This is an optimization exercise on Yosys and OpenROAD, whose aim is small area, a short achievable clock period and few clock cycles per item, not a production implementation.
Where RTL was checked, it was by simulation tests only, not by an equivalence proof against the original.
No functional check of the RTL was part of run 1.
Power and IR drop assume default switching activity.

## flow/design.v (module list and top-level ports; edited modules follow where they fit)
// module shift_add_multiplier: 1027 lines
module shift_add_multiplier #(
    parameter OPERAND_WIDTH = 16
) (
    input logic i_clk,
    input logic i_reset,
    input logic i_operands_valid,
    input logic [OPERAND_WIDTH-1:0] i_operand_a,
    input logic [OPERAND_WIDTH-1:0] i_operand_b,
    output logic o_result_valid,
    output logic [OPERAND_WIDTH*2-1:0] o_result
);
  // ...
==> flow/run.sh <==
#!/bin/bash
# synth_recipe.tcl (not shown) runs the flow's synth.tcl, then flattens the netlist and writes it again
# the make line also repeats each setting of config.mk as NAME=value (left out here)
make -C /OpenROAD-flow-scripts/flow DESIGN_CONFIG=/design/flow/config.mk WORK_HOME=/design/flow/orfs CLKGATE_MAP_FILE= SYNTH_SCRIPT=/design/flow/synth_recipe.tcl finish
==> flow/config.mk <==
export PLATFORM = sky130hd
export DESIGN_NAME = shift_add_multiplier
export DESIGN_NICKNAME = shift_add_multiplier
export VERILOG_FILES = /design/flow/design.v
export SDC_FILE = /design/flow/constraint.sdc
export NUM_CORES = 4
export LEC_CHECK = 0
export ABC_CLOCK_PERIOD_IN_PS = 2400
export CAP_MARGIN = 20
export CORE_MARGIN = 2
export CORE_UTILIZATION = 60
export PLACE_DENSITY = 0.7
export SETUP_SLACK_MARGIN = 3.1
export SLEW_MARGIN = 20
==> flow/constraint.sdc <==
create_clock -name core_clock -period 5.5 [get_ports {i_clk}]
set_input_delay 1.1000 -clock core_clock [delete_from_list [all_inputs] [get_ports {i_clk}]]
set_output_delay 1.1000 -clock core_clock [all_outputs]
set_load 0.01 [all_outputs]
==> reports/qor.yml, run 1 <==
status: "timing/DRC/antenna clean"
route.detailed.drc: 0
cts_hold_buf: 0
final-instance-count-excl-fill: 1338
hp-class: "flop to flop"
worst_path_max_delay_cell: "fa_2"
start_kind: "flop"
cp-end-kind: "flop"
drt-total-wl_mm: 26.03
ys_ff_latch: 138
fin_tns_setup_ns: 0
maxSlewViolCount: 0
synth_cell_types: 54
n_fill_cell: 1132
busiest_layer: "met2"
firstDrtPassIters: 5
cpLargestDelayFamily: "adder cells"
groute.usage.overall: 0.2930
cts-root-buf: "clkbuf_16"
io_buffers: 67
pg_clk_uw: 1070
syn_inst: 1025
cp_max_fo: 6
clock_latency_ns: 0.42
postRouteAntennaNets: 0
top_register: "m_q"
overflow: 0
setup_violations: 0
critPathKind: "flop to flop"
==> inputs of run 2 (changes only) <==
==> flow/design.v (replaced) <==
`default_nettype none
module shift_add_multiplier #(
    parameter OPERAND_WIDTH = 16
) (
    input logic i_clk,
    input logic i_reset,
    input logic i_operands_valid,
    input logic [OPERAND_WIDTH-1:0] i_operand_a,
    input logic [OPERAND_WIDTH-1:0] i_operand_b,
    output logic o_result_valid,
    output logic [OPERAND_WIDTH*2-1:0] o_result
);
  logic [16:0] bx;
  assign bx = {i_operand_b, 1'b0};
  logic [7:0] neg_d, one_d, two_d;
  always_comb begin
    for (int i = 0; i < 8; i++) begin
      neg_d[i] = bx[2*i+2];
      one_d[i] = bx[2*i+1] ^ bx[2*i];
      two_d[i] = (bx[2*i+2] & ~bx[2*i+1] & ~bx[2*i]) | (~bx[2*i+2] & bx[2*i+1] & bx[2*i]);
    end
  end
  logic [15:0] a_q;
  logic [7:0] neg_q, one_q, two_q;
  logic b15_q;
  logic v0_q, v1_q, v2_q;
  logic [70:0] m_d, m_q;
  logic [31:0] p_d, p_q;
  always_ff @(posedge i_clk) begin
    a_q <= i_operand_a;
    neg_q <= neg_d;
    one_q <= one_d;
    two_q <= two_d;
    b15_q <= i_operand_b[15];
    m_q <= m_d;
    p_q <= p_d;
  end
  always_ff @(posedge i_clk) begin
    if (i_reset) begin
      v0_q <= 1'b0;
      v1_q <= 1'b0;
      v2_q <= 1'b0;
    end else begin
      v0_q <= i_operands_valid;
      v1_q <= v0_q;
      v2_q <= v1_q;
    end
  end
  logic pp0_0_1;
  logic pp0_1_2;
  logic pp0_2_3;
  logic pp0_3_4;
  logic pp0_4_5;
  logic pp0_5_6;
  logic pp0_6_7;
  logic pp0_7_8;
  logic pp0_8_9;
  logic pp0_9_10;
  logic pp0_10_11;
  logic pp0_11_12;
  logic pp0_12_13;
  logic pp0_13_14;
  logic pp0_14_15;
  logic pp0_15_16;
  logic pp0_16_17;
  logic ns0_18;
  logic pp1_0_19;
  logic pp1_1_20;
  logic pp1_2_21;
  logic pp1_3_22;
  logic pp1_4_23;
  logic pp1_5_24;
  logic pp1_6_25;
  logic pp1_7_26;
  logic pp1_8_27;
  logic pp1_9_28;
  logic pp1_10_29;
  logic pp1_11_30;
  logic pp1_12_31;
  logic pp1_13_32;
  logic pp1_14_33;
  logic pp1_15_34;
  logic pp1_16_35;
  logic ns1_36;
  logic pp2_0_37;
  logic pp2_1_38;
  logic pp2_2_39;
  logic pp2_3_40;
  logic pp2_4_41;
  logic pp2_5_42;
  logic pp2_6_43;
  logic pp2_7_44;
  logic pp2_8_45;
  logic pp2_9_46;
  logic pp2_10_47;
  logic pp2_11_48;
  logic pp2_12_49;
  logic pp2_13_50;
  logic pp2_14_51;
  logic pp2_15_52;
  logic pp2_16_53;
  logic ns2_54;
  logic pp3_0_55;
  logic pp3_1_56;
  logic pp3_2_57;
  logic pp3_3_58;
  logic pp3_4_59;
  logic pp3_5_60;
  logic pp3_6_61;
  logic pp3_7_62;
  logic pp3_8_63;
  logic pp3_9_64;
  logic pp3_10_65;
  logic pp3_11_66;
  logic pp3_12_67;
  logic pp3_13_68;
  logic pp3_14_69;
  logic pp3_15_70;
  logic pp3_16_71;
  logic ns3_72;
  logic pp4_0_73;
  logic pp4_1_74;
  logic pp4_2_75;
  logic pp4_3_76;
  logic pp4_4_77;
  logic pp4_5_78;
  logic pp4_6_79;
  logic pp4_7_80;
  logic pp4_8_81;
  logic pp4_9_82;
  logic pp4_10_83;
  logic pp4_11_84;
  logic pp4_12_85;
  logic pp4_13_86;
  logic pp4_14_87;
  logic pp4_15_88;
  logic pp4_16_89;
  logic ns4_90;
  logic pp5_0_91;
  logic pp5_1_92;
  logic pp5_2_93;
  logic pp5_3_94;
  logic pp5_4_95;
  logic pp5_5_96;
  logic pp5_6_97;
  logic pp5_7_98;
  logic pp5_8_99;
  logic pp5_9_100;
  logic pp5_10_101;
  logic pp5_11_102;
  logic pp5_12_103;
  logic pp5_13_104;
  logic pp5_14_105;
  logic pp5_15_106;
  logic pp5_16_107;
  logic ns5_108;
  logic pp6_0_109;
  logic pp6_1_110;
  logic pp6_2_111;
  logic pp6_3_112;
  logic pp6_4_113;
  logic pp6_5_114;
  logic pp6_6_115;
  logic pp6_7_116;
  logic pp6_8_117;
  logic pp6_9_118;
  logic pp6_10_119;
  logic pp6_11_120;
  logic pp6_12_121;
  logic pp6_13_122;
  logic pp6_14_123;
  logic pp6_15_124;
  logic pp6_16_125;
  logic ns6_126;
  logic pp7_0_127;
  logic pp7_1_128;
  logic pp7_2_129;
  logic pp7_3_130;
  logic pp7_4_131;
  logic pp7_5_132;
  logic pp7_6_133;
  logic pp7_7_134;
  logic pp7_8_135;
  logic pp7_9_136;
  logic pp7_10_137;
  logic pp7_11_138;
  logic pp7_12_139;
  logic pp7_13_140;
  logic pp7_14_141;
  logic pp7_15_142;
  logic pp7_16_143;
  logic ns7_144;
  logic pp8_0_145;
  logic pp8_1_146;
  logic pp8_2_147;
  logic pp8_3_148;
  logic pp8_4_149;
  logic pp8_5_150;
  logic pp8_6_151;
  logic pp8_7_152;
  logic pp8_8_153;
  logic pp8_9_154;
  logic pp8_10_155;
  logic pp8_11_156;
  logic pp8_12_157;
  logic pp8_13_158;
  logic pp8_14_159;
  logic pp8_15_160;
  logic hs2_161;
  logic hc2_162;
  logic hs3_163;
  logic hc3_164;
  logic fs4_165;
  logic fc4_166;
  logic hs4_167;
  logic hc4_168;
  logic fs5_169;
  logic fc5_170;
  logic hs5_171;
  logic hc5_172;
  logic fs6_173;
  logic fc6_174;
  logic fs6_175;
  logic fc6_176;
  logic hs6_177;
  logic hc6_178;
  logic fs7_179;
  logic fc7_180;
  logic fs7_181;
  logic fc7_182;
  logic hs7_183;
  logic hc7_184;
  logic fs8_185;
  logic fc8_186;
  logic fs8_187;
  logic fc8_188;
  logic fs8_189;
  logic fc8_190;
  logic hs8_191;
  logic hc8_192;
  logic fs9_193;
  logic fc9_194;
  logic fs9_195;
  logic fc9_196;
  logic fs9_197;
  logic fc9_198;
  logic hs9_199;
  logic hc9_200;
  logic fs10_201;
  logic fc10_202;
  logic fs10_203;
  logic fc10_204;
  logic fs10_205;
  logic fc10_206;
  logic fs10_207;
  logic fc10_208;
  logic hs10_209;
  logic hc10_210;
  logic fs11_211;
  logic fc11_212;
  logic fs11_213;
  logic fc11_214;
  logic fs11_215;
  logic fc11_216;
  logic fs11_217;
  logic fc11_218;
  logic fs12_221;
  logic fc12_222;
  logic fs12_223;
  logic fc12_224;
  logic fs12_225;
  logic fc12_226;
  logic fs12_227;
  logic fc12_228;
  logic fs12_229;
  logic fc12_230;
  logic fs13_231;
  logic fc13_232;
  logic fs13_233;
  logic fc13_234;
  logic fs13_235;
  logic fc13_236;
  logic fs13_237;
  logic fc13_238;
  logic fs13_239;
  logic fc13_240;
  logic fs14_241;
  logic fc14_242;
  logic fs14_243;
  logic fc14_244;
  logic fs14_245;
  logic fc14_246;
  logic fs14_247;
  logic fc14_248;
  logic fs14_249;
  logic fc14_250;
  logic fs14_251;
  logic fc14_252;
  logic fs15_253;
  logic fc15_254;
  logic fs15_255;
  logic fc15_256;
  logic fs15_257;
  logic fc15_258;
  logic fs15_259;
  logic fc15_260;
  logic fs15_261;
  logic fc15_262;
  logic fs16_265;
  logic fc16_266;
  logic fs16_267;
  logic fc16_268;
  logic fs16_269;
  logic fc16_270;
  logic fs16_271;
  logic fc16_272;
  logic fs16_273;
  logic fc16_274;
  logic fs16_275;
  logic fc16_276;
  logic fs17_277;
  logic fc17_278;
  logic fs17_279;
  logic fc17_280;
  logic fs17_281;
  logic fc17_282;
  logic fs17_283;
  logic fc17_284;
  logic fs17_285;
  logic fc17_286;
  logic fs17_287;
  logic fc17_288;
  logic fs18_291;
  logic fc18_292;
  logic fs18_293;
  logic fc18_294;
  logic fs18_295;
  logic fc18_296;
  logic fs18_297;
  logic fc18_298;
  logic fs18_299;
  logic fc18_300;
  logic fs18_301;
  logic fc18_302;
  logic fs19_305;
  logic fc19_306;
  logic fs19_307;
  logic fc19_308;
  logic fs19_309;
  logic fc19_310;
  logic fs19_311;
  logic fc19_312;
  logic fs19_313;
  logic fc19_314;
  logic fs19_315;
  logic fc19_316;
  logic fs20_319;
  logic fc20_320;
  logic fs20_321;
  logic fc20_322;
  logic fs20_323;
  logic fc20_324;
  logic fs20_325;
  logic fc20_326;
  logic fs20_327;
  logic fc20_328;
  logic fs20_329;
  logic fc20_330;
  logic fs21_331;
  logic fc21_332;
  logic fs21_333;
  logic fc21_334;
  logic fs21_335;
  logic fc21_336;
  logic fs21_337;
  logic fc21_338;
  logic fs21_339;
  logic fc21_340;
  logic fs22_343;
  logic fc22_344;
  logic fs22_345;
  logic fc22_346;
  logic fs22_347;
  logic fc22_348;
  logic fs22_349;
  logic fc22_350;
  logic fs22_351;
  logic fc22_352;
  logic fs23_353;
  logic fc23_354;
  logic fs23_355;
  logic fc23_356;
  logic fs23_357;
  logic fc23_358;
  logic fs23_359;
  logic fc23_360;
  logic fs24_363;
  logic fc24_364;
  logic fs24_365;
  logic fc24_366;
  logic fs24_367;
  logic fc24_368;
  logic fs24_369;
  logic fc24_370;
  logic fs25_371;
  logic fc25_372;
  logic fs25_373;
  logic fc25_374;
  logic fs25_375;
  logic fc25_376;
  logic hs25_377;
  logic hc25_378;
  logic fs26_379;
  logic fc26_380;
  logic fs26_381;
  logic fc26_382;
  logic fs26_383;
  logic fc26_384;
  logic hs26_385;
  logic hc26_386;
  logic fs27_387;
  logic fc27_388;
  logic fs27_389;
  logic fc27_390;
  logic fs27_391;
  logic fc27_392;
  logic fs28_393;
  logic fc28_394;
  logic fs28_395;
  logic fc28_396;
  logic hs28_397;
  logic hc28_398;
  logic fs29_399;
  logic fc29_400;
  logic fs29_401;
  logic fc29_402;
  logic fs30_403;
  logic fc30_404;
  logic hs30_405;
  logic hc30_406;
  logic fs31_407;
  logic fc31_408;
  logic hs11_409;
  logic hc11_410;
  logic hs12_411;
  logic hc12_412;
  logic hs13_413;
  logic hc13_414;
  logic hs14_415;
  logic hc14_416;
  logic fs15_417;
  logic fc15_418;
  logic hs15_419;
  logic hc15_420;
  logic fs16_421;
  logic fc16_422;
  logic fs17_423;
  logic fc17_424;
  logic fs18_425;
  logic fc18_426;
  logic fs19_427;
  logic fc19_428;
  logic hs20_429;
  logic hc20_430;
  logic fs21_431;
  logic fc21_432;
  logic hs22_433;
  logic hc22_434;
  logic fs23_435;
  logic fc23_436;
  logic hs24_437;
  logic hc24_438;
  logic hs25_439;
  logic hc25_440;
  logic hs26_441;
  logic hc26_442;
  logic hs27_443;
  logic hc27_444;
  logic hs28_445;
  logic hc28_446;
  logic hs29_447;
  logic hc29_448;
  logic hs30_449;
  logic hc30_450;
  logic hs31_451;
  logic hc31_452;
  logic fx_453;
  logic fx_454;
  logic fx_455;
  logic fx_456;
  logic fx_457;
  logic fx_458;
  logic fx_459;
  logic fx_460;
  logic fx_461;
  logic fx_462;
  logic fx_463;
  logic fx_464;
  logic fx_465;
  logic fx_466;
  logic fx_467;
  logic fx_468;
  logic fx_469;
  logic fx_470;
  logic fx_471;
  logic fx_472;
  logic fx_473;
  logic fx_474;
  logic fx_475;
  logic fx_476;
  logic fx_477;
  logic fx_478;
  logic fx_479;
  logic fx_480;
  logic fx_481;
  logic fx_482;
  logic fx_483;
  logic fx_484;
  logic fx_485;
  logic fx_486;
  logic fx_487;
  logic fx_488;
  logic fx_489;
  logic fx_490;
  logic fx_491;
  logic fx_492;
  logic fx_493;
  logic fx_494;
  logic fx_495;
  logic fx_496;
  logic fx_497;
  logic fx_498;
  logic fx_499;
  logic fx_500;
  logic fx_501;
  logic fx_502;
  logic fx_503;
  logic fx_504;
  logic fx_505;
  logic fx_506;
  logic fx_507;
  logic fx_508;
  logic fx_509;
  logic fx_510;
  logic fx_511;
  logic fx_512;
  logic fx_513;
  logic fx_514;
  logic fx_515;
  logic fx_516;
  logic fx_517;
  logic fx_518;
  logic fx_519;
  logic fx_520;
  logic fx_521;
  logic fx_522;
  logic fx_523;
  logic fx_524;
  logic fx_525;
  logic fx_526;
  assign pp0_0_1 = ((one_q[0] & a_q[0])) ^ neg_q[0];
  assign pp0_1_2 = ((one_q[0] & a_q[1]) | (two_q[0] & a_q[0])) ^ neg_q[0];
  assign pp0_2_3 = ((one_q[0] & a_q[2]) | (two_q[0] & a_q[1])) ^ neg_q[0];
  assign pp0_3_4 = ((one_q[0] & a_q[3]) | (two_q[0] & a_q[2])) ^ neg_q[0];
  assign pp0_4_5 = ((one_q[0] & a_q[4]) | (two_q[0] & a_q[3])) ^ neg_q[0];
  assign pp0_5_6 = ((one_q[0] & a_q[5]) | (two_q[0] & a_q[4])) ^ neg_q[0];
  assign pp0_6_7 = ((one_q[0] & a_q[6]) | (two_q[0] & a_q[5])) ^ neg_q[0];
  assign pp0_7_8 = ((one_q[0] & a_q[7]) | (two_q[0] & a_q[6])) ^ neg_q[0];
  assign pp0_8_9 = ((one_q[0] & a_q[8]) | (two_q[0] & a_q[7])) ^ neg_q[0];
  assign pp0_9_10 = ((one_q[0] & a_q[9]) | (two_q[0] & a_q[8])) ^ neg_q[0];
  assign pp0_10_11 = ((one_q[0] & a_q[10]) | (two_q[0] & a_q[9])) ^ neg_q[0];
  assign pp0_11_12 = ((one_q[0] & a_q[11]) | (two_q[0] & a_q[10])) ^ neg_q[0];
  assign pp0_12_13 = ((one_q[0] & a_q[12]) | (two_q[0] & a_q[11])) ^ neg_q[0];
  assign pp0_13_14 = ((one_q[0] & a_q[13]) | (two_q[0] & a_q[12])) ^ neg_q[0];
  assign pp0_14_15 = ((one_q[0] & a_q[14]) | (two_q[0] & a_q[13])) ^ neg_q[0];
  assign pp0_15_16 = ((one_q[0] & a_q[15]) | (two_q[0] & a_q[14])) ^ neg_q[0];
  assign pp0_16_17 = ((two_q[0] & a_q[15])) ^ neg_q[0];
  assign ns0_18 = ~neg_q[0];
  assign pp1_0_19 = ((one_q[1] & a_q[0])) ^ neg_q[1];
  assign pp1_1_20 = ((one_q[1] & a_q[1]) | (two_q[1] & a_q[0])) ^ neg_q[1];
  assign pp1_2_21 = ((one_q[1] & a_q[2]) | (two_q[1] & a_q[1])) ^ neg_q[1];
  assign pp1_3_22 = ((one_q[1] & a_q[3]) | (two_q[1] & a_q[2])) ^ neg_q[1];
  assign pp1_4_23 = ((one_q[1] & a_q[4]) | (two_q[1] & a_q[3])) ^ neg_q[1];
  assign pp1_5_24 = ((one_q[1] & a_q[5]) | (two_q[1] & a_q[4])) ^ neg_q[1];
  assign pp1_6_25 = ((one_q[1] & a_q[6]) | (two_q[1] & a_q[5])) ^ neg_q[1];
  assign pp1_7_26 = ((one_q[1] & a_q[7]) | (two_q[1] & a_q[6])) ^ neg_q[1];
  assign pp1_8_27 = ((one_q[1] & a_q[8]) | (two_q[1] & a_q[7])) ^ neg_q[1];
  assign pp1_9_28 = ((one_q[1] & a_q[9]) | (two_q[1] & a_q[8])) ^ neg_q[1];
  assign pp1_10_29 = ((one_q[1] & a_q[10]) | (two_q[1] & a_q[9])) ^ neg_q[1];
  assign pp1_11_30 = ((one_q[1] & a_q[11]) | (two_q[1] & a_q[10])) ^ neg_q[1];
  assign pp1_12_31 = ((one_q[1] & a_q[12]) | (two_q[1] & a_q[11])) ^ neg_q[1];
  assign pp1_13_32 = ((one_q[1] & a_q[13]) | (two_q[1] & a_q[12])) ^ neg_q[1];
  assign pp1_14_33 = ((one_q[1] & a_q[14]) | (two_q[1] & a_q[13])) ^ neg_q[1];
  assign pp1_15_34 = ((one_q[1] & a_q[15]) | (two_q[1] & a_q[14])) ^ neg_q[1];
  assign pp1_16_35 = ((two_q[1] & a_q[15])) ^ neg_q[1];
  assign ns1_36 = ~neg_q[1];
  assign pp2_0_37 = ((one_q[2] & a_q[0])) ^ neg_q[2];
  assign pp2_1_38 = ((one_q[2] & a_q[1]) | (two_q[2] & a_q[0])) ^ neg_q[2];
  assign pp2_2_39 = ((one_q[2] & a_q[2]) | (two_q[2] & a_q[1])) ^ neg_q[2];
  assign pp2_3_40 = ((one_q[2] & a_q[3]) | (two_q[2] & a_q[2])) ^ neg_q[2];
  assign pp2_4_41 = ((one_q[2] & a_q[4]) | (two_q[2] & a_q[3])) ^ neg_q[2];
  assign pp2_5_42 = ((one_q[2] & a_q[5]) | (two_q[2] & a_q[4])) ^ neg_q[2];
  assign pp2_6_43 = ((one_q[2] & a_q[6]) | (two_q[2] & a_q[5])) ^ neg_q[2];
  assign pp2_7_44 = ((one_q[2] & a_q[7]) | (two_q[2] & a_q[6])) ^ neg_q[2];
  assign pp2_8_45 = ((one_q[2] & a_q[8]) | (two_q[2] & a_q[7])) ^ neg_q[2];
  assign pp2_9_46 = ((one_q[2] & a_q[9]) | (two_q[2] & a_q[8])) ^ neg_q[2];
  assign pp2_10_47 = ((one_q[2] & a_q[10]) | (two_q[2] & a_q[9])) ^ neg_q[2];
  assign pp2_11_48 = ((one_q[2] & a_q[11]) | (two_q[2] & a_q[10])) ^ neg_q[2];
  assign pp2_12_49 = ((one_q[2] & a_q[12]) | (two_q[2] & a_q[11])) ^ neg_q[2];
  assign pp2_13_50 = ((one_q[2] & a_q[13]) | (two_q[2] & a_q[12])) ^ neg_q[2];
  assign pp2_14_51 = ((one_q[2] & a_q[14]) | (two_q[2] & a_q[13])) ^ neg_q[2];
  assign pp2_15_52 = ((one_q[2] & a_q[15]) | (two_q[2] & a_q[14])) ^ neg_q[2];
  assign pp2_16_53 = ((two_q[2] & a_q[15])) ^ neg_q[2];
  assign ns2_54 = ~neg_q[2];
  assign pp3_0_55 = ((one_q[3] & a_q[0])) ^ neg_q[3];
  assign pp3_1_56 = ((one_q[3] & a_q[1]) | (two_q[3] & a_q[0])) ^ neg_q[3];
  assign pp3_2_57 = ((one_q[3] & a_q[2]) | (two_q[3] & a_q[1])) ^ neg_q[3];
  assign pp3_3_58 = ((one_q[3] & a_q[3]) | (two_q[3] & a_q[2])) ^ neg_q[3];
  assign pp3_4_59 = ((one_q[3] & a_q[4]) | (two_q[3] & a_q[3])) ^ neg_q[3];
  assign pp3_5_60 = ((one_q[3] & a_q[5]) | (two_q[3] & a_q[4])) ^ neg_q[3];
  assign pp3_6_61 = ((one_q[3] & a_q[6]) | (two_q[3] & a_q[5])) ^ neg_q[3];
  assign pp3_7_62 = ((one_q[3] & a_q[7]) | (two_q[3] & a_q[6])) ^ neg_q[3];
  assign pp3_8_63 = ((one_q[3] & a_q[8]) | (two_q[3] & a_q[7])) ^ neg_q[3];
  assign pp3_9_64 = ((one_q[3] & a_q[9]) | (two_q[3] & a_q[8])) ^ neg_q[3];
  assign pp3_10_65 = ((one_q[3] & a_q[10]) | (two_q[3] & a_q[9])) ^ neg_q[3];
  assign pp3_11_66 = ((one_q[3] & a_q[11]) | (two_q[3] & a_q[10])) ^ neg_q[3];
  assign pp3_12_67 = ((one_q[3] & a_q[12]) | (two_q[3] & a_q[11])) ^ neg_q[3];
  assign pp3_13_68 = ((one_q[3] & a_q[13]) | (two_q[3] & a_q[12])) ^ neg_q[3];
  assign pp3_14_69 = ((one_q[3] & a_q[14]) | (two_q[3] & a_q[13])) ^ neg_q[3];
  assign pp3_15_70 = ((one_q[3] & a_q[15]) | (two_q[3] & a_q[14])) ^ neg_q[3];
  assign pp3_16_71 = ((two_q[3] & a_q[15])) ^ neg_q[3];
  assign ns3_72 = ~neg_q[3];
  assign pp4_0_73 = ((one_q[4] & a_q[0])) ^ neg_q[4];
  assign pp4_1_74 = ((one_q[4] & a_q[1]) | (two_q[4] & a_q[0])) ^ neg_q[4];
  assign pp4_2_75 = ((one_q[4] & a_q[2]) | (two_q[4] & a_q[1])) ^ neg_q[4];
  assign pp4_3_76 = ((one_q[4] & a_q[3]) | (two_q[4] & a_q[2])) ^ neg_q[4];
  assign pp4_4_77 = ((one_q[4] & a_q[4]) | (two_q[4] & a_q[3])) ^ neg_q[4];
  assign pp4_5_78 = ((one_q[4] & a_q[5]) | (two_q[4] & a_q[4])) ^ neg_q[4];
  assign pp4_6_79 = ((one_q[4] & a_q[6]) | (two_q[4] & a_q[5])) ^ neg_q[4];
  assign pp4_7_80 = ((one_q[4] & a_q[7]) | (two_q[4] & a_q[6])) ^ neg_q[4];
  assign pp4_8_81 = ((one_q[4] & a_q[8]) | (two_q[4] & a_q[7])) ^ neg_q[4];
  assign pp4_9_82 = ((one_q[4] & a_q[9]) | (two_q[4] & a_q[8])) ^ neg_q[4];
  assign pp4_10_83 = ((one_q[4] & a_q[10]) | (two_q[4] & a_q[9])) ^ neg_q[4];
  assign pp4_11_84 = ((one_q[4] & a_q[11]) | (two_q[4] & a_q[10])) ^ neg_q[4];
  assign pp4_12_85 = ((one_q[4] & a_q[12]) | (two_q[4] & a_q[11])) ^ neg_q[4];
  assign pp4_13_86 = ((one_q[4] & a_q[13]) | (two_q[4] & a_q[12])) ^ neg_q[4];
  assign pp4_14_87 = ((one_q[4] & a_q[14]) | (two_q[4] & a_q[13])) ^ neg_q[4];
  assign pp4_15_88 = ((one_q[4] & a_q[15]) | (two_q[4] & a_q[14])) ^ neg_q[4];
  assign pp4_16_89 = ((two_q[4] & a_q[15])) ^ neg_q[4];
  assign ns4_90 = ~neg_q[4];
  assign pp5_0_91 = ((one_q[5] & a_q[0])) ^ neg_q[5];
  assign pp5_1_92 = ((one_q[5] & a_q[1]) | (two_q[5] & a_q[0])) ^ neg_q[5];
  assign pp5_2_93 = ((one_q[5] & a_q[2]) | (two_q[5] & a_q[1])) ^ neg_q[5];
  assign pp5_3_94 = ((one_q[5] & a_q[3]) | (two_q[5] & a_q[2])) ^ neg_q[5];
  assign pp5_4_95 = ((one_q[5] & a_q[4]) | (two_q[5] & a_q[3])) ^ neg_q[5];
  assign pp5_5_96 = ((one_q[5] & a_q[5]) | (two_q[5] & a_q[4])) ^ neg_q[5];
  assign pp5_6_97 = ((one_q[5] & a_q[6]) | (two_q[5] & a_q[5])) ^ neg_q[5];
  assign pp5_7_98 = ((one_q[5] & a_q[7]) | (two_q[5] & a_q[6])) ^ neg_q[5];
  assign pp5_8_99 = ((one_q[5] & a_q[8]) | (two_q[5] & a_q[7])) ^ neg_q[5];
  assign pp5_9_100 = ((one_q[5] & a_q[9]) | (two_q[5] & a_q[8])) ^ neg_q[5];
  assign pp5_10_101 = ((one_q[5] & a_q[10]) | (two_q[5] & a_q[9])) ^ neg_q[5];
  assign pp5_11_102 = ((one_q[5] & a_q[11]) | (two_q[5] & a_q[10])) ^ neg_q[5];
  assign pp5_12_103 = ((one_q[5] & a_q[12]) | (two_q[5] & a_q[11])) ^ neg_q[5];
  assign pp5_13_104 = ((one_q[5] & a_q[13]) | (two_q[5] & a_q[12])) ^ neg_q[5];
  assign pp5_14_105 = ((one_q[5] & a_q[14]) | (two_q[5] & a_q[13])) ^ neg_q[5];
  assign pp5_15_106 = ((one_q[5] & a_q[15]) | (two_q[5] & a_q[14])) ^ neg_q[5];
  assign pp5_16_107 = ((two_q[5] & a_q[15])) ^ neg_q[5];
  assign ns5_108 = ~neg_q[5];
  assign pp6_0_109 = ((one_q[6] & a_q[0])) ^ neg_q[6];
  assign pp6_1_110 = ((one_q[6] & a_q[1]) | (two_q[6] & a_q[0])) ^ neg_q[6];
  assign pp6_2_111 = ((one_q[6] & a_q[2]) | (two_q[6] & a_q[1])) ^ neg_q[6];
  assign pp6_3_112 = ((one_q[6] & a_q[3]) | (two_q[6] & a_q[2])) ^ neg_q[6];
  assign pp6_4_113 = ((one_q[6] & a_q[4]) | (two_q[6] & a_q[3])) ^ neg_q[6];
  assign pp6_5_114 = ((one_q[6] & a_q[5]) | (two_q[6] & a_q[4])) ^ neg_q[6];
  assign pp6_6_115 = ((one_q[6] & a_q[6]) | (two_q[6] & a_q[5])) ^ neg_q[6];
  assign pp6_7_116 = ((one_q[6] & a_q[7]) | (two_q[6] & a_q[6])) ^ neg_q[6];
  assign pp6_8_117 = ((one_q[6] & a_q[8]) | (two_q[6] & a_q[7])) ^ neg_q[6];
  assign pp6_9_118 = ((one_q[6] & a_q[9]) | (two_q[6] & a_q[8])) ^ neg_q[6];
  assign pp6_10_119 = ((one_q[6] & a_q[10]) | (two_q[6] & a_q[9])) ^ neg_q[6];
  assign pp6_11_120 = ((one_q[6] & a_q[11]) | (two_q[6] & a_q[10])) ^ neg_q[6];
  assign pp6_12_121 = ((one_q[6] & a_q[12]) | (two_q[6] & a_q[11])) ^ neg_q[6];
  assign pp6_13_122 = ((one_q[6] & a_q[13]) | (two_q[6] & a_q[12])) ^ neg_q[6];
  assign pp6_14_123 = ((one_q[6] & a_q[14]) | (two_q[6] & a_q[13])) ^ neg_q[6];
  assign pp6_15_124 = ((one_q[6] & a_q[15]) | (two_q[6] & a_q[14])) ^ neg_q[6];
  assign pp6_16_125 = ((two_q[6] & a_q[15])) ^ neg_q[6];
  assign ns6_126 = ~neg_q[6];
  assign pp7_0_127 = ((one_q[7] & a_q[0])) ^ neg_q[7];
  assign pp7_1_128 = ((one_q[7] & a_q[1]) | (two_q[7] & a_q[0])) ^ neg_q[7];
  assign pp7_2_129 = ((one_q[7] & a_q[2]) | (two_q[7] & a_q[1])) ^ neg_q[7];
  assign pp7_3_130 = ((one_q[7] & a_q[3]) | (two_q[7] & a_q[2])) ^ neg_q[7];
  assign pp7_4_131 = ((one_q[7] & a_q[4]) | (two_q[7] & a_q[3])) ^ neg_q[7];
  assign pp7_5_132 = ((one_q[7] & a_q[5]) | (two_q[7] & a_q[4])) ^ neg_q[7];
  assign pp7_6_133 = ((one_q[7] & a_q[6]) | (two_q[7] & a_q[5])) ^ neg_q[7];
  assign pp7_7_134 = ((one_q[7] & a_q[7]) | (two_q[7] & a_q[6])) ^ neg_q[7];
  assign pp7_8_135 = ((one_q[7] & a_q[8]) | (two_q[7] & a_q[7])) ^ neg_q[7];
  assign pp7_9_136 = ((one_q[7] & a_q[9]) | (two_q[7] & a_q[8])) ^ neg_q[7];
  assign pp7_10_137 = ((one_q[7] & a_q[10]) | (two_q[7] & a_q[9])) ^ neg_q[7];
  assign pp7_11_138 = ((one_q[7] & a_q[11]) | (two_q[7] & a_q[10])) ^ neg_q[7];
  assign pp7_12_139 = ((one_q[7] & a_q[12]) | (two_q[7] & a_q[11])) ^ neg_q[7];
  assign pp7_13_140 = ((one_q[7] & a_q[13]) | (two_q[7] & a_q[12])) ^ neg_q[7];
  assign pp7_14_141 = ((one_q[7] & a_q[14]) | (two_q[7] & a_q[13])) ^ neg_q[7];
  assign pp7_15_142 = ((one_q[7] & a_q[15]) | (two_q[7] & a_q[14])) ^ neg_q[7];
  assign pp7_16_143 = ((two_q[7] & a_q[15])) ^ neg_q[7];
  assign ns7_144 = ~neg_q[7];
  assign pp8_0_145 = a_q[0] & b15_q;
  assign pp8_1_146 = a_q[1] & b15_q;
  assign pp8_2_147 = a_q[2] & b15_q;
  assign pp8_3_148 = a_q[3] & b15_q;
  assign pp8_4_149 = a_q[4] & b15_q;
  assign pp8_5_150 = a_q[5] & b15_q;
  assign pp8_6_151 = a_q[6] & b15_q;
  assign pp8_7_152 = a_q[7] & b15_q;
  assign pp8_8_153 = a_q[8] & b15_q;
  assign pp8_9_154 = a_q[9] & b15_q;
  assign pp8_10_155 = a_q[10] & b15_q;
  assign pp8_11_156 = a_q[11] & b15_q;
  assign pp8_12_157 = a_q[12] & b15_q;
  assign pp8_13_158 = a_q[13] & b15_q;
  assign pp8_14_159 = a_q[14] & b15_q;
  assign pp8_15_160 = a_q[15] & b15_q;
  assign hs2_161 = neg_q[1] ^ pp0_2_3;
  assign hc2_162 = neg_q[1] & pp0_2_3;
  assign hs3_163 = pp0_3_4 ^ pp1_1_20;
  assign hc3_164 = pp0_3_4 & pp1_1_20;
  assign fs4_165 = neg_q[2] ^ pp0_4_5 ^ pp1_2_21;
  assign fc4_166 = (neg_q[2] & pp0_4_5) | (neg_q[2] & pp1_2_21) | (pp0_4_5 & pp1_2_21);
  assign hs4_167 = pp2_0_37 ^ hc3_164;
  assign hc4_168 = pp2_0_37 & hc3_164;
  assign fs5_169 = pp0_5_6 ^ pp1_3_22 ^ pp2_1_38;
  assign fc5_170 = (pp0_5_6 & pp1_3_22) | (pp0_5_6 & pp2_1_38) | (pp1_3_22 & pp2_1_38);
  assign hs5_171 = fs5_169 ^ fc4_166;
  assign hc5_172 = fs5_169 & fc4_166;
  assign fs6_173 = neg_q[3] ^ pp0_6_7 ^ pp1_4_23;
  assign fc6_174 = (neg_q[3] & pp0_6_7) | (neg_q[3] & pp1_4_23) | (pp0_6_7 & pp1_4_23);
  assign fx_453 = pp2_2_39 ^ pp3_0_55;
  assign fs6_175 = fx_453 ^ fs6_173;
  assign fc6_176 = fx_453 ? fs6_173 : pp2_2_39;
  assign hs6_177 = fc5_170 ^ fs6_175;
  assign hc6_178 = fc5_170 & fs6_175;
  assign fs7_179 = pp0_7_8 ^ pp1_5_24 ^ pp2_3_40;
  assign fc7_180 = (pp0_7_8 & pp1_5_24) | (pp0_7_8 & pp2_3_40) | (pp1_5_24 & pp2_3_40);
  assign fx_454 = pp3_1_56 ^ fs7_179;
  assign fs7_181 = fx_454 ^ fc6_174;
  assign fc7_182 = fx_454 ? fc6_174 : pp3_1_56;
  assign hs7_183 = fc6_176 ^ fs7_181;
  assign hc7_184 = fc6_176 & fs7_181;
  assign fs8_185 = neg_q[4] ^ pp0_8_9 ^ pp1_6_25;
  assign fc8_186 = (neg_q[4] & pp0_8_9) | (neg_q[4] & pp1_6_25) | (pp0_8_9 & pp1_6_25);
  assign fs8_187 = pp2_4_41 ^ pp3_2_57 ^ pp4_0_73;
  assign fc8_188 = (pp2_4_41 & pp3_2_57) | (pp2_4_41 & pp4_0_73) | (pp3_2_57 & pp4_0_73);
  assign fx_455 = fs8_185 ^ fs8_187;
  assign fs8_189 = fx_455 ^ fc7_180;
  assign fc8_190 = fx_455 ? fc7_180 : fs8_185;
  assign hs8_191 = fs8_189 ^ fc7_182;
  assign hc8_192 = fs8_189 & fc7_182;
  assign fx_456 = pp0_9_10 ^ pp1_7_26;
  assign fs9_193 = fx_456 ^ pp2_5_42;
  assign fc9_194 = fx_456 ? pp2_5_42 : pp0_9_10;
  assign fx_457 = pp3_3_58 ^ pp4_1_74;
  assign fs9_195 = fx_457 ^ fs9_193;
  assign fc9_196 = fx_457 ? fs9_193 : pp3_3_58;
  assign fx_458 = fc8_186 ^ fc8_188;
  assign fs9_197 = fx_458 ^ fs9_195;
  assign fc9_198 = fx_458 ? fs9_195 : fc8_186;
  assign hs9_199 = fc8_190 ^ fs9_197;
  assign hc9_200 = fc8_190 & fs9_197;
  assign fx_459 = neg_q[5] ^ pp0_10_11;
  assign fs10_201 = fx_459 ^ pp1_8_27;
  assign fc10_202 = fx_459 ? pp1_8_27 : neg_q[5];
  assign fs10_203 = pp2_6_43 ^ pp3_4_59 ^ pp4_2_75;
  assign fc10_204 = (pp2_6_43 & pp3_4_59) | (pp2_6_43 & pp4_2_75) | (pp3_4_59 & pp4_2_75);
  assign fx_460 = pp5_0_91 ^ fs10_201;
  assign fs10_205 = fx_460 ^ fs10_203;
  assign fc10_206 = fx_460 ? fs10_203 : pp5_0_91;
  assign fx_461 = fc9_194 ^ fc9_196;
  assign fs10_207 = fx_461 ^ fs10_205;
  assign fc10_208 = fx_461 ? fs10_205 : fc9_194;
  assign hs10_209 = fc9_198 ^ fs10_207;
  assign hc10_210 = fc9_198 & fs10_207;
  assign fx_462 = pp0_11_12 ^ pp1_9_28;
  assign fs11_211 = fx_462 ^ pp2_7_44;
  assign fc11_212 = fx_462 ? pp2_7_44 : pp0_11_12;
  assign fx_463 = pp3_5_60 ^ pp4_3_76;
  assign fs11_213 = fx_463 ^ pp5_1_92;
  assign fc11_214 = fx_463 ? pp5_1_92 : pp3_5_60;
  assign fx_464 = fs11_211 ^ fs11_213;
  assign fs11_215 = fx_464 ^ fc10_202;
  assign fc11_216 = fx_464 ? fc10_202 : fs11_211;
  assign fx_465 = fc10_204 ^ fs11_215;
  assign fs11_217 = fx_465 ^ fc10_206;
  assign fc11_218 = fx_465 ? fc10_206 : fc10_204;
  assign fx_466 = neg_q[6] ^ pp0_12_13;
  assign fs12_221 = fx_466 ^ pp1_10_29;
  assign fc12_222 = fx_466 ? pp1_10_29 : neg_q[6];
  assign fx_467 = pp2_8_45 ^ pp3_6_61;
  assign fs12_223 = fx_467 ^ pp4_4_77;
  assign fc12_224 = fx_467 ? pp4_4_77 : pp2_8_45;
  assign fx_468 = pp5_2_93 ^ pp6_0_109;
  assign fs12_225 = fx_468 ^ fs12_221;
  assign fc12_226 = fx_468 ? fs12_221 : pp5_2_93;
  assign fs12_227 = fs12_223 ^ fc11_212 ^ fc11_214;
  assign fc12_228 = (fs12_223 & fc11_212) | (fs12_223 & fc11_214) | (fc11_212 & fc11_214);
  assign fx_469 = fs12_225 ^ fc11_216;
  assign fs12_229 = fx_469 ^ fs12_227;
  assign fc12_230 = fx_469 ? fs12_227 : fs12_225;
  assign fx_470 = pp0_13_14 ^ pp1_11_30;
  assign fs13_231 = fx_470 ^ pp2_9_46;
  assign fc13_232 = fx_470 ? pp2_9_46 : pp0_13_14;
  assign fs13_233 = pp3_7_62 ^ pp4_5_78 ^ pp5_3_94;
  assign fc13_234 = (pp3_7_62 & pp4_5_78) | (pp3_7_62 & pp5_3_94) | (pp4_5_78 & pp5_3_94);
  assign fx_471 = pp6_1_110 ^ fs13_231;
  assign fs13_235 = fx_471 ^ fs13_233;
  assign fc13_236 = fx_471 ? fs13_233 : pp6_1_110;
  assign fx_472 = fc12_222 ^ fc12_224;
  assign fs13_237 = fx_472 ^ fc12_226;
  assign fc13_238 = fx_472 ? fc12_226 : fc12_222;
  assign fx_473 = fs13_235 ^ fs13_237;
  assign fs13_239 = fx_473 ^ fc12_228;
  assign fc13_240 = fx_473 ? fc12_228 : fs13_235;
  assign fs14_241 = neg_q[7] ^ pp0_14_15 ^ pp1_12_31;
  assign fc14_242 = (neg_q[7] & pp0_14_15) | (neg_q[7] & pp1_12_31) | (pp0_14_15 & pp1_12_31);
  assign fs14_243 = pp2_10_47 ^ pp3_8_63 ^ pp4_6_79;
  assign fc14_244 = (pp2_10_47 & pp3_8_63) | (pp2_10_47 & pp4_6_79) | (pp3_8_63 & pp4_6_79);
  assign fs14_245 = pp5_4_95 ^ pp6_2_111 ^ pp7_0_127;
  assign fc14_246 = (pp5_4_95 & pp6_2_111) | (pp5_4_95 & pp7_0_127) | (pp6_2_111 & pp7_0_127);
  assign fx_474 = fs14_241 ^ fs14_243;
  assign fs14_247 = fx_474 ^ fs14_245;
  assign fc14_248 = fx_474 ? fs14_245 : fs14_241;
  assign fx_475 = fc13_232 ^ fc13_234;
  assign fs14_249 = fx_475 ^ fs14_247;
  assign fc14_250 = fx_475 ? fs14_247 : fc13_232;
  assign fx_476 = fc13_236 ^ fc13_238;
  assign fs14_251 = fx_476 ^ fs14_249;
  assign fc14_252 = fx_476 ? fs14_249 : fc13_236;
  assign fx_477 = pp0_15_16 ^ pp1_13_32;
  assign fs15_253 = fx_477 ^ pp2_11_48;
  assign fc15_254 = fx_477 ? pp2_11_48 : pp0_15_16;
  assign fs15_255 = pp3_9_64 ^ pp4_7_80 ^ pp5_5_96;
  assign fc15_256 = (pp3_9_64 & pp4_7_80) | (pp3_9_64 & pp5_5_96) | (pp4_7_80 & pp5_5_96);
  assign fx_478 = pp6_3_112 ^ pp7_1_128;
  assign fs15_257 = fx_478 ^ fs15_253;
  assign fc15_258 = fx_478 ? fs15_253 : pp6_3_112;
  assign fs15_259 = fs15_255 ^ fc14_242 ^ fc14_244;
  assign fc15_260 = (fs15_255 & fc14_242) | (fs15_255 & fc14_244) | (fc14_242 & fc14_244);
  assign fx_479 = fc14_246 ^ fs15_257;
  assign fs15_261 = fx_479 ^ fc14_248;
  assign fc15_262 = fx_479 ? fc14_248 : fc14_246;
  assign fx_480 = pp8_0_145 ^ pp0_16_17;
  assign fs16_265 = fx_480 ^ pp1_14_33;
  assign fc16_266 = fx_480 ? pp1_14_33 : pp8_0_145;
  assign fx_481 = pp2_12_49 ^ pp3_10_65;
  assign fs16_267 = fx_481 ^ pp4_8_81;
  assign fc16_268 = fx_481 ? pp4_8_81 : pp2_12_49;
  assign fs16_269 = pp5_6_97 ^ pp6_4_113 ^ pp7_2_129;
  assign fc16_270 = (pp5_6_97 & pp6_4_113) | (pp5_6_97 & pp7_2_129) | (pp6_4_113 & pp7_2_129);
  assign fx_482 = fs16_265 ^ fs16_267;
  assign fs16_271 = fx_482 ^ fs16_269;
  assign fc16_272 = fx_482 ? fs16_269 : fs16_265;
  assign fx_483 = fc15_254 ^ fc15_256;
  assign fs16_273 = fx_483 ^ fc15_258;
  assign fc16_274 = fx_483 ? fc15_258 : fc15_254;
  assign fx_484 = fs16_271 ^ fs16_273;
  assign fs16_275 = fx_484 ^ fc15_260;
  assign fc16_276 = fx_484 ? fc15_260 : fs16_271;
  assign fx_485 = neg_q[0] ^ pp8_1_146;
  assign fs17_277 = fx_485 ^ pp1_15_34;
  assign fc17_278 = fx_485 ? pp1_15_34 : neg_q[0];
  assign fx_486 = pp2_13_50 ^ pp3_11_66;
  assign fs17_279 = fx_486 ^ pp4_9_82;
  assign fc17_280 = fx_486 ? pp4_9_82 : pp2_13_50;
  assign fs17_281 = pp5_7_98 ^ pp6_5_114 ^ pp7_3_130;
  assign fc17_282 = (pp5_7_98 & pp6_5_114) | (pp5_7_98 & pp7_3_130) | (pp6_5_114 & pp7_3_130);
  assign fx_487 = fs17_277 ^ fs17_279;
  assign fs17_283 = fx_487 ^ fs17_281;
  assign fc17_284 = fx_487 ? fs17_281 : fs17_277;
  assign fs17_285 = fc16_266 ^ fc16_268 ^ fc16_270;
  assign fc17_286 = (fc16_266 & fc16_268) | (fc16_266 & fc16_270) | (fc16_268 & fc16_270);
  assign fx_488 = fs17_283 ^ fc16_272;
  assign fs17_287 = fx_488 ^ fs17_285;
  assign fc17_288 = fx_488 ? fs17_285 : fs17_283;
  assign fx_489 = neg_q[0] ^ pp8_2_147;
  assign fs18_291 = fx_489 ^ pp1_16_35;
  assign fc18_292 = fx_489 ? pp1_16_35 : neg_q[0];
  assign fx_490 = pp2_14_51 ^ pp3_12_67;
  assign fs18_293 = fx_490 ^ pp4_10_83;
  assign fc18_294 = fx_490 ? pp4_10_83 : pp2_14_51;
  assign fs18_295 = pp5_8_99 ^ pp6_6_115 ^ pp7_4_131;
  assign fc18_296 = (pp5_8_99 & pp6_6_115) | (pp5_8_99 & pp7_4_131) | (pp6_6_115 & pp7_4_131);
  assign fx_491 = fs18_291 ^ fc17_278;
  assign fs18_297 = fx_491 ^ fs18_293;
  assign fc18_298 = fx_491 ? fs18_293 : fs18_291;
  assign fs18_299 = fs18_295 ^ fc17_280 ^ fc17_282;
  assign fc18_300 = (fs18_295 & fc17_280) | (fs18_295 & fc17_282) | (fc17_280 & fc17_282);
  assign fx_492 = fs18_297 ^ fc17_284;
  assign fs18_301 = fx_492 ^ fs18_299;
  assign fc18_302 = fx_492 ? fs18_299 : fs18_297;
  assign fx_493 = ns0_18 ^ ns1_36;
  assign fs19_305 = fx_493 ^ pp8_3_148;
  assign fc19_306 = fx_493 ? pp8_3_148 : ns0_18;
  assign fs19_307 = pp2_15_52 ^ pp3_13_68 ^ pp4_11_84;
  assign fc19_308 = (pp2_15_52 & pp3_13_68) | (pp2_15_52 & pp4_11_84) | (pp3_13_68 & pp4_11_84);
  assign fx_494 = pp5_9_100 ^ pp6_7_116;
  assign fs19_309 = fx_494 ^ pp7_5_132;
  assign fc19_310 = fx_494 ? pp7_5_132 : pp5_9_100;
  assign fx_495 = fs19_305 ^ fc18_292;
  assign fs19_311 = fx_495 ^ fs19_307;
  assign fc19_312 = fx_495 ? fs19_307 : fs19_305;
  assign fx_496 = fs19_309 ^ fc18_294;
  assign fs19_313 = fx_496 ^ fc18_296;
  assign fc19_314 = fx_496 ? fc18_296 : fs19_309;
  assign fx_497 = fs19_311 ^ fc18_298;
  assign fs19_315 = fx_497 ^ fs19_313;
  assign fc19_316 = fx_497 ? fs19_313 : fs19_311;
  assign fx_498 = 1'b1 ^ pp8_4_149;
  assign fs20_319 = fx_498 ^ pp2_16_53;
  assign fc20_320 = fx_498 ? pp2_16_53 : 1'b1;
  assign fx_499 = pp3_14_69 ^ pp4_12_85;
  assign fs20_321 = fx_499 ^ pp5_10_101;
  assign fc20_322 = fx_499 ? pp5_10_101 : pp3_14_69;
  assign fx_500 = pp6_8_117 ^ pp7_6_133;
  assign fs20_323 = fx_500 ^ fc19_306;
  assign fc20_324 = fx_500 ? fc19_306 : pp6_8_117;
  assign fs20_325 = fs20_319 ^ fs20_321 ^ fs20_323;
  assign fc20_326 = (fs20_319 & fs20_321) | (fs20_319 & fs20_323) | (fs20_321 & fs20_323);
  assign fx_501 = fc19_308 ^ fc19_310;
  assign fs20_327 = fx_501 ^ fs20_325;
  assign fc20_328 = fx_501 ? fs20_325 : fc19_308;
  assign fx_502 = fc19_312 ^ fc19_314;
  assign fs20_329 = fx_502 ^ fs20_327;
  assign fc20_330 = fx_502 ? fs20_327 : fc19_312;
  assign fx_503 = ns2_54 ^ pp8_5_150;
  assign fs21_331 = fx_503 ^ pp3_15_70;
  assign fc21_332 = fx_503 ? pp3_15_70 : ns2_54;
  assign fs21_333 = pp4_13_86 ^ pp5_11_102 ^ pp6_9_118;
  assign fc21_334 = (pp4_13_86 & pp5_11_102) | (pp4_13_86 & pp6_9_118) | (pp5_11_102 & pp6_9_118);
  assign fx_504 = pp7_7_134 ^ fs21_331;
  assign fs21_335 = fx_504 ^ fc20_320;
  assign fc21_336 = fx_504 ? fc20_320 : pp7_7_134;
  assign fs21_337 = fs21_333 ^ fc20_322 ^ fc20_324;
  assign fc21_338 = (fs21_333 & fc20_322) | (fs21_333 & fc20_324) | (fc20_322 & fc20_324);
  assign fx_505 = fs21_335 ^ fc20_326;
  assign fs21_339 = fx_505 ^ fs21_337;
  assign fc21_340 = fx_505 ? fs21_337 : fs21_335;
  assign fx_506 = 1'b1 ^ pp8_6_151;
  assign fs22_343 = fx_506 ^ pp3_16_71;
  assign fc22_344 = fx_506 ? pp3_16_71 : 1'b1;
  assign fx_507 = pp4_14_87 ^ pp5_12_103;
  assign fs22_345 = fx_507 ^ pp6_10_119;
  assign fc22_346 = fx_507 ? pp6_10_119 : pp4_14_87;
  assign fx_508 = pp7_8_135 ^ fs22_343;
  assign fs22_347 = fx_508 ^ fc21_332;
  assign fc22_348 = fx_508 ? fc21_332 : pp7_8_135;
  assign fx_509 = fs22_345 ^ fc21_334;
  assign fs22_349 = fx_509 ^ fs22_347;
  assign fc22_350 = fx_509 ? fs22_347 : fs22_345;
  assign fx_510 = fc21_336 ^ fs22_349;
  assign fs22_351 = fx_510 ^ fc21_338;
  assign fc22_352 = fx_510 ? fc21_338 : fc21_336;
  assign fs23_353 = ns3_72 ^ pp8_7_152 ^ pp4_15_88;
  assign fc23_354 = (ns3_72 & pp8_7_152) | (ns3_72 & pp4_15_88) | (pp8_7_152 & pp4_15_88);
  assign fs23_355 = pp5_13_104 ^ pp6_11_120 ^ pp7_9_136;
  assign fc23_356 = (pp5_13_104 & pp6_11_120) | (pp5_13_104 & pp7_9_136) | (pp6_11_120 & pp7_9_136);
  assign fs23_357 = fs23_353 ^ fc22_344 ^ fs23_355;
  assign fc23_358 = (fs23_353 & fc22_344) | (fs23_353 & fs23_355) | (fc22_344 & fs23_355);
  assign fx_511 = fc22_346 ^ fc22_348;
  assign fs23_359 = fx_511 ^ fs23_357;
  assign fc23_360 = fx_511 ? fs23_357 : fc22_346;
  assign fx_512 = 1'b1 ^ pp8_8_153;
  assign fs24_363 = fx_512 ^ pp4_16_89;
  assign fc24_364 = fx_512 ? pp4_16_89 : 1'b1;
  assign fs24_365 = pp5_14_105 ^ pp6_12_121 ^ pp7_10_137;
  assign fc24_366 = (pp5_14_105 & pp6_12_121) | (pp5_14_105 & pp7_10_137) | (pp6_12_121 & pp7_10_137);
  assign fx_513 = fs24_363 ^ fc23_354;
  assign fs24_367 = fx_513 ^ fs24_365;
  assign fc24_368 = fx_513 ? fs24_365 : fs24_363;
  assign fx_514 = fc23_356 ^ fs24_367;
  assign fs24_369 = fx_514 ^ fc23_358;
  assign fc24_370 = fx_514 ? fc23_358 : fc23_356;
  assign fs25_371 = ns4_90 ^ pp8_9_154 ^ pp5_15_106;
  assign fc25_372 = (ns4_90 & pp8_9_154) | (ns4_90 & pp5_15_106) | (pp8_9_154 & pp5_15_106);
  assign fx_515 = pp6_13_122 ^ pp7_11_138;
  assign fs25_373 = fx_515 ^ fs25_371;
  assign fc25_374 = fx_515 ? fs25_371 : pp6_13_122;
  assign fx_516 = fc24_364 ^ fc24_366;
  assign fs25_375 = fx_516 ^ fs25_373;
  assign fc25_376 = fx_516 ? fs25_373 : fc24_364;
  assign hs25_377 = fc24_368 ^ fs25_375;
  assign hc25_378 = fc24_368 & fs25_375;
  assign fx_517 = 1'b1 ^ pp8_10_155;
  assign fs26_379 = fx_517 ^ pp5_16_107;
  assign fc26_380 = fx_517 ? pp5_16_107 : 1'b1;
  assign fx_518 = pp6_14_123 ^ pp7_12_139;
  assign fs26_381 = fx_518 ^ fs26_379;
  assign fc26_382 = fx_518 ? fs26_379 : pp6_14_123;
  assign fx_519 = fc25_372 ^ fs26_381;
  assign fs26_383 = fx_519 ^ fc25_374;
  assign fc26_384 = fx_519 ? fc25_374 : fc25_372;
  assign hs26_385 = fs26_383 ^ fc25_376;
  assign hc26_386 = fs26_383 & fc25_376;
  assign fx_520 = ns5_108 ^ pp8_11_156;
  assign fs27_387 = fx_520 ^ pp6_15_124;
  assign fc27_388 = fx_520 ? pp6_15_124 : ns5_108;
  assign fx_521 = pp7_13_140 ^ fs27_387;
  assign fs27_389 = fx_521 ^ fc26_380;
  assign fc27_390 = fx_521 ? fc26_380 : pp7_13_140;
  assign fx_522 = fc26_382 ^ fs27_389;
  assign fs27_391 = fx_522 ^ fc26_384;
  assign fc27_392 = fx_522 ? fc26_384 : fc26_382;
  assign fs28_393 = 1'b1 ^ pp8_12_157 ^ pp6_16_125;
  assign fc28_394 = (1'b1 & pp8_12_157) | (1'b1 & pp6_16_125) | (pp8_12_157 & pp6_16_125);
  assign fx_523 = pp7_14_141 ^ fs28_393;
  assign fs28_395 = fx_523 ^ fc27_388;
  assign fc28_396 = fx_523 ? fc27_388 : pp7_14_141;
  assign hs28_397 = fs28_395 ^ fc27_390;
  assign hc28_398 = fs28_395 & fc27_390;
  assign fs29_399 = ns6_126 ^ pp8_13_158 ^ pp7_15_142;
  assign fc29_400 = (ns6_126 & pp8_13_158) | (ns6_126 & pp7_15_142) | (pp8_13_158 & pp7_15_142);
  assign fx_524 = fs29_399 ^ fc28_394;
  assign fs29_401 = fx_524 ^ fc28_396;
  assign fc29_402 = fx_524 ? fc28_396 : fs29_399;
  assign fs30_403 = 1'b1 ^ pp8_14_159 ^ pp7_16_143;
  assign fc30_404 = (1'b1 & pp8_14_159) | (1'b1 & pp7_16_143) | (pp8_14_159 & pp7_16_143);
  assign hs30_405 = fs30_403 ^ fc29_400;
  assign hc30_406 = fs30_403 & fc29_400;
  assign fs31_407 = ns7_144 ^ pp8_15_160 ^ fc30_404;
  assign fc31_408 = (ns7_144 & pp8_15_160) | (ns7_144 & fc30_404) | (pp8_15_160 & fc30_404);
  assign m_d[0] = pp0_0_1;   
  assign m_d[1] = neg_q[0];   
  assign m_d[2] = pp0_1_2;   
  assign m_d[3] = pp1_0_19;   
  assign m_d[4] = hs2_161;   
  assign m_d[5] = hc2_162;   
  assign m_d[6] = hs3_163;   
  assign m_d[7] = fs4_165;   
  assign m_d[8] = hs4_167;   
  assign m_d[9] = hc4_168;   
  assign m_d[10] = hs5_171;   
  assign m_d[11] = hc5_172;   
  assign m_d[12] = hs6_177;   
  assign m_d[13] = hc6_178;   
  assign m_d[14] = hs7_183;   
  assign m_d[15] = hc7_184;   
  assign m_d[16] = hs8_191;   
  assign m_d[17] = hc8_192;   
  assign m_d[18] = hs9_199;   
  assign m_d[19] = hc9_200;   
  assign m_d[20] = hs10_209;   
  assign m_d[21] = hc10_210;   
  assign m_d[22] = fc10_208;   
  assign m_d[23] = fs11_217;   
  assign m_d[24] = fc11_218;   
  assign m_d[25] = fs12_229;   
  assign m_d[26] = fc12_230;   
  assign m_d[27] = fs13_239;   
  assign m_d[28] = fc13_240;   
  assign m_d[29] = fs14_251;   
  assign m_d[30] = fc14_252;   
  assign m_d[31] = fs15_259;   
  assign m_d[32] = fc14_250;   
  assign m_d[33] = fs15_261;   
  assign m_d[34] = fc15_262;   
  assign m_d[35] = fs16_275;   
  assign m_d[36] = fc16_276;   
  assign m_d[37] = fc16_274;   
  assign m_d[38] = fs17_287;   
  assign m_d[39] = fc17_288;   
  assign m_d[40] = fc17_286;   
  assign m_d[41] = fs18_301;   
  assign m_d[42] = fc18_302;   
  assign m_d[43] = fc18_300;   
  assign m_d[44] = fs19_315;   
  assign m_d[45] = fc19_316;   
  assign m_d[46] = fs20_329;   
  assign m_d[47] = fc20_330;   
  assign m_d[48] = fc20_328;   
  assign m_d[49] = fs21_339;   
  assign m_d[50] = fc21_340;   
  assign m_d[51] = fs22_351;   
  assign m_d[52] = fc22_352;   
  assign m_d[53] = fc22_350;   
  assign m_d[54] = fs23_359;   
  assign m_d[55] = fc23_360;   
  assign m_d[56] = fs24_369;   
  assign m_d[57] = fc24_370;   
  assign m_d[58] = hs25_377;   
  assign m_d[59] = hc25_378;   
  assign m_d[60] = hs26_385;   
  assign m_d[61] = hc26_386;   
  assign m_d[62] = fs27_391;   
  assign m_d[63] = fc27_392;   
  assign m_d[64] = hs28_397;   
  assign m_d[65] = hc28_398;   
  assign m_d[66] = fs29_401;   
  assign m_d[67] = fc29_402;   
  assign m_d[68] = hs30_405;   
  assign m_d[69] = hc30_406;   
  assign m_d[70] = fs31_407;   
  logic [31:0] rx, ry;
  assign hs11_409 = m_q[21] ^ m_q[22];
  assign hc11_410 = m_q[21] & m_q[22];
  assign hs12_411 = m_q[24] ^ m_q[25];
  assign hc12_412 = m_q[24] & m_q[25];
  assign hs13_413 = m_q[26] ^ m_q[27];
  assign hc13_414 = m_q[26] & m_q[27];
  assign hs14_415 = m_q[28] ^ m_q[29];
  assign hc14_416 = m_q[28] & m_q[29];
  assign fx_525 = m_q[30] ^ m_q[31];
  assign fs15_417 = fx_525 ^ m_q[32];
  assign fc15_418 = fx_525 ? m_q[32] : m_q[30];
  assign hs15_419 = m_q[33] ^ hc14_416;
  assign hc15_420 = m_q[33] & hc14_416;
  assign fx_526 = m_q[34] ^ m_q[35];
  assign fs16_421 = fx_526 ^ fc15_418;
  assign fc16_422 = fx_526 ? fc15_418 : m_q[34];
  assign fs17_423 = m_q[36] ^ m_q[37] ^ m_q[38];
  assign fc17_424 = (m_q[36] & m_q[37]) | (m_q[36] & m_q[38]) | (m_q[37] & m_q[38]);
  assign fs18_425 = m_q[39] ^ m_q[40] ^ m_q[41];
  assign fc18_426 = (m_q[39] & m_q[40]) | (m_q[39] & m_q[41]) | (m_q[40] & m_q[41]);
  assign fs19_427 = m_q[42] ^ m_q[43] ^ m_q[44];
  assign fc19_428 = (m_q[42] & m_q[43]) | (m_q[42] & m_q[44]) | (m_q[43] & m_q[44]);
  assign hs20_429 = m_q[45] ^ m_q[46];
  assign hc20_430 = m_q[45] & m_q[46];
  assign fs21_431 = m_q[47] ^ m_q[48] ^ m_q[49];
  assign fc21_432 = (m_q[47] & m_q[48]) | (m_q[47] & m_q[49]) | (m_q[48] & m_q[49]);
  assign hs22_433 = m_q[50] ^ m_q[51];
  assign hc22_434 = m_q[50] & m_q[51];
  assign fs23_435 = m_q[52] ^ m_q[53] ^ m_q[54];
  assign fc23_436 = (m_q[52] & m_q[53]) | (m_q[52] & m_q[54]) | (m_q[53] & m_q[54]);
  assign hs24_437 = m_q[55] ^ m_q[56];
  assign hc24_438 = m_q[55] & m_q[56];
  assign hs25_439 = m_q[57] ^ m_q[58];
  assign hc25_440 = m_q[57] & m_q[58];
  assign hs26_441 = m_q[59] ^ m_q[60];
  assign hc26_442 = m_q[59] & m_q[60];
  assign hs27_443 = m_q[61] ^ m_q[62];
  assign hc27_444 = m_q[61] & m_q[62];
  assign hs28_445 = m_q[63] ^ m_q[64];
  assign hc28_446 = m_q[63] & m_q[64];
  assign hs29_447 = m_q[65] ^ m_q[66];
  assign hc29_448 = m_q[65] & m_q[66];
  assign hs30_449 = m_q[67] ^ m_q[68];
  assign hc30_450 = m_q[67] & m_q[68];
  assign hs31_451 = m_q[69] ^ m_q[70];
  assign hc31_452 = m_q[69] & m_q[70];
  assign rx[0] = m_q[0];
  assign ry[0] = m_q[1];
  assign rx[1] = m_q[2];
  assign ry[1] = 1'b0;
  assign rx[2] = m_q[3];
  assign ry[2] = m_q[4];
  assign rx[3] = m_q[5];
  assign ry[3] = m_q[6];
  assign rx[4] = m_q[7];
  assign ry[4] = m_q[8];
  assign rx[5] = m_q[9];
  assign ry[5] = m_q[10];
  assign rx[6] = m_q[11];
  assign ry[6] = m_q[12];
  assign rx[7] = m_q[13];
  assign ry[7] = m_q[14];
  assign rx[8] = m_q[15];
  assign ry[8] = m_q[16];
  assign rx[9] = m_q[17];
  assign ry[9] = m_q[18];
  assign rx[10] = m_q[19];
  assign ry[10] = m_q[20];
  assign rx[11] = m_q[23];
  assign ry[11] = hs11_409;
  assign rx[12] = hc11_410;
  assign ry[12] = hs12_411;
  assign rx[13] = hc12_412;
  assign ry[13] = hs13_413;
  assign rx[14] = hc13_414;
  assign ry[14] = hs14_415;
  assign rx[15] = fs15_417;
  assign ry[15] = hs15_419;
  assign rx[16] = hc15_420;
  assign ry[16] = fs16_421;
  assign rx[17] = fc16_422;
  assign ry[17] = fs17_423;
  assign rx[18] = fc17_424;
  assign ry[18] = fs18_425;
  assign rx[19] = fc18_426;
  assign ry[19] = fs19_427;
  assign rx[20] = fc19_428;
  assign ry[20] = hs20_429;
  assign rx[21] = hc20_430;
  assign ry[21] = fs21_431;
  assign rx[22] = fc21_432;
  assign ry[22] = hs22_433;
  assign rx[23] = hc22_434;
  assign ry[23] = fs23_435;
  assign rx[24] = fc23_436;
  assign ry[24] = hs24_437;
  assign rx[25] = hc24_438;
  assign ry[25] = hs25_439;
  assign rx[26] = hc25_440;
  assign ry[26] = hs26_441;
  assign rx[27] = hc26_442;
  assign ry[27] = hs27_443;
  assign rx[28] = hc27_444;
  assign ry[28] = hs28_445;
  assign rx[29] = hc28_446;
  assign ry[29] = hs29_447;
  assign rx[30] = hc29_448;
  assign ry[30] = hs30_449;
  assign rx[31] = hc30_450;
  assign ry[31] = hs31_451;
  assign p_d = rx + ry;
  assign o_result = p_q;
  assign o_result_valid = v2_q;
endmodule
==> flow/config.mk (replaced) <==
export PLATFORM = sky130hd
export DESIGN_NAME = shift_add_multiplier
export DESIGN_NICKNAME = shift_add_multiplier
export VERILOG_FILES = /design/flow/design.v
export SDC_FILE = /design/flow/constraint.sdc
export NUM_CORES = 4
export LEC_CHECK = 0
export CAP_MARGIN = 20
export CORE_MARGIN = 2
export CORE_UTILIZATION = 60
export PLACE_DENSITY = 0.7
export SETUP_SLACK_MARGIN = 3.3
export SLEW_MARGIN = 20
export TNS_END_PERCENT = 0
==> reports/qor.yml, run 2 <==
status: "timing/DRC/antenna clean"  # unchanged
syn_inst: 1172  # was 1025
start_util: 0.6099  # was 0.6085
synth_top_family_by_area: "XOR/XNOR gates"  # was adder cells
cts_buffers: 17  # unchanged
vias_per_cell: 5.808  # was 5.781
cts_hold_buf: 0  # unchanged
synth_cell_types: 64  # was 54
overflow: 0  # unchanged
postSynth.asyncResetShare: 0  # unchanged
cp_max_fo: 6  # unchanged
cts-root-buf: "clkbuf_16"  # unchanged
ys_ff_latch: 146  # was 138
clock_latency_ns: 0.43  # was 0.42 ns
layout_common_cells: "233 x xnor2_1, 115 x a22oi_1, 111 x dfxtp_1"  # was 121 x xnor2_1, 100 x dfxtp_1, 93 x inv_1
reg_top3: "m_q: 71 flops, p_q: 32 flops, a_q: 16 flops"  # was m_q: 63 flops, p_q: 32 flops, a_q: 16 flops
maxSlewViolCount: 0  # unchanged
rr_worst_depth: 8  # unchanged
rsz0062_at_grt: "yes"  # unchanged
diodes: 0  # unchanged
firstDrtPassIters: 6  # was 5
nNetsFinal: 1308  # was 1296
cp-end-kind: "flop"  # unchanged
place_congestion: 0.9069  # was 0.9001
clk_path_buf_depth: 2  # unchanged
synthMostInstantiatedCell: "xnor2_1"  # was dfxtp_1
io_buffers: 67  # unchanged
critPathKind: "flop to flop"  # unchanged
final-instance-count-excl-fill: 1417  # was 1338
clkTransAtPathRegs_ns: 0.07  # was 0.06 ns
fin_tns_setup_ns: 0  # unchanged
worst_slew_margin_rel: 0.5300  # was 0.6502
die_width_um: 138.9  # was 133.2 µm
min_to: "p_q[0]$_DFF_P_"  # was v2_q$_SDFF_PP0_
fmax_mhz: 358.0  # was 326.7 MHz
start_kind: "flop"  # unchanged
postRouteAntennaNets: 0  # unchanged
top_register: "m_q"  # unchanged
hp-class: "flop to flop"  # unchanged
groute.usage.overall: 0.2634  # was 0.2930
ys.flop_type: "dfxtp_1"  # unchanged
drt-total-wl_mm: 24.71  # was 26.03 mm
route.detailed.drc: 0  # unchanged
synth_top_area_cell: "dfxtp_1"  # unchanged
drive_gt1_frac: 0.09428  # was 0.2594
n_fill_cell: 1441  # was 1132
hpwl_mm: 18.17  # was 16.83 mm
vias: 8230  # was 7735
setup_violations: 0  # unchanged
==> run 2: changes by cell type after synthesis, sizes merged, moves of 13 or more <==
cell	delta
xnor2	+106
fa	-71
inv	-56
clkbuf	-55
buf	+51
maj3	+51
xor2	+20
nor2	+18
nand2	+17
ha	+13
==> run 2: power by group <==
group	switching (µW)	internal, µW	leakage, µW	total [µW]
logic	2790	2440	0.00319	5230
registers	238	1510	0.00123	1750
clock network	497	683	0.000284	1180
total	3520	4640	0.00471	8160
==> run 2: area by class of cell <==
| class | count | area [µm²] | share of cell area |
|---|---|---|---|
| multi-input cells | 888 | 7483 | 0.6104 |
| flip-flops and latches | 146 | 2997 | 0.2444 |
| repair buffers | 71 | 708.2 | 0.05776 |
| clock buffers | 18 | 429.2 | 0.03500 |
| well taps | 229 | 286.5 | 0.02337 |
| inverters | 51 | 191.4 | 0.01561 |
| clock inverters | 14 | 165.2 | 0.01347 |
==> run 2: metal layers <==
metal  vias up  share of wire  global-route usage
met5         -              0                   0
met4         0          0.022              0.1031
met3        39          0.064             0.04144
met2       318           0.43              0.3969
met1      3827           0.48              0.3801
li1       4046              -                   -
==> run 2: what timing repair did <==
item | in CTS | in global routing
gates cloned | 0 | 0
endpoints found under the setup margin | 108 | 110
setup buffers | 2 | 0
gates resized for setup | 42 | 20
pin swaps | 3 | 4
==> run 2: worst max-delay path by stage <==
stage	start	endpoint	slack (ns)	cells past startpoint
2_1_floorplan	neg_q[7]$_DFF_P_	m_q[62]$_DFF_P_	2.75	12
3_3_place_gp	neg_q[5]$_DFF_P_	m_q[62]$_DFF_P_	2.38	8
3_5_place_dp	neg_q[5]$_DFF_P_	m_q[62]$_DFF_P_	2.31	8
4_1_cts	m_q[31]$_DFF_P_	p_q[29]$_DFF_P_	2.68	8
5_1_grt	m_q[31]$_DFF_P_	p_q[31]$_DFF_P_	2.60	10
6_report	m_q[31]$_DFF_P_	p_q[29]$_DFF_P_	2.71	8
==> run 2: stage by stage <==
stage | utilization | hold WS, ns | area (µm²) | setup slack [ns] | total power (µW)
after floorplan | - | 0.3258 | 11000 | 2.753 | 5651
after global placement | 0.6418 | 0.4261 | 11490 | 2.384 | 6696
after detailed placement | 0.6418 | 0.4357 | 11490 | 2.311 | 6743
after CTS | 0.6810 | 0.4511 | 12190 | 2.681 | 8093
after global routing | 0.6849 | 0.4618 | 12260 | 2.601 | 8834
final | 0.6849 | 0.4443 | 12260 | 2.707 | 8162
==> run 2: kinds of logic after synthesis <==
group / Yosys count
XOR/XNOR: 300
AO/OA/AOI/OAI: 266
AND/OR/NAND/NOR: 170
adder cells (fa/ha/maj): 149
flip-flops: 146
buffers and inverters: 138
multiplexers: 3
==> run 2: critical path: stages (launching register included) <==
cell,delay (ns)
dfxtp_1,0.32
maj3_2,0.33
maj3_2,0.32
ha_4,0.30
nand2_1,0.06
or3_4,0.41
or4_4,0.51
o21a_1,0.23
o311ai_2,0.22
Testbench counts of run 2, summed over its fixed seeds: cycles 40,012, items 40,000.

Setup slack of run 2, layout unchanged: 2.707 ns with ideal ports, 2.707 ns with driving cells assumed (clock clkbuf_16, inputs buf_2), 2.707 ns with port delays also shifted by the 0.472 ns mid clock arrival.
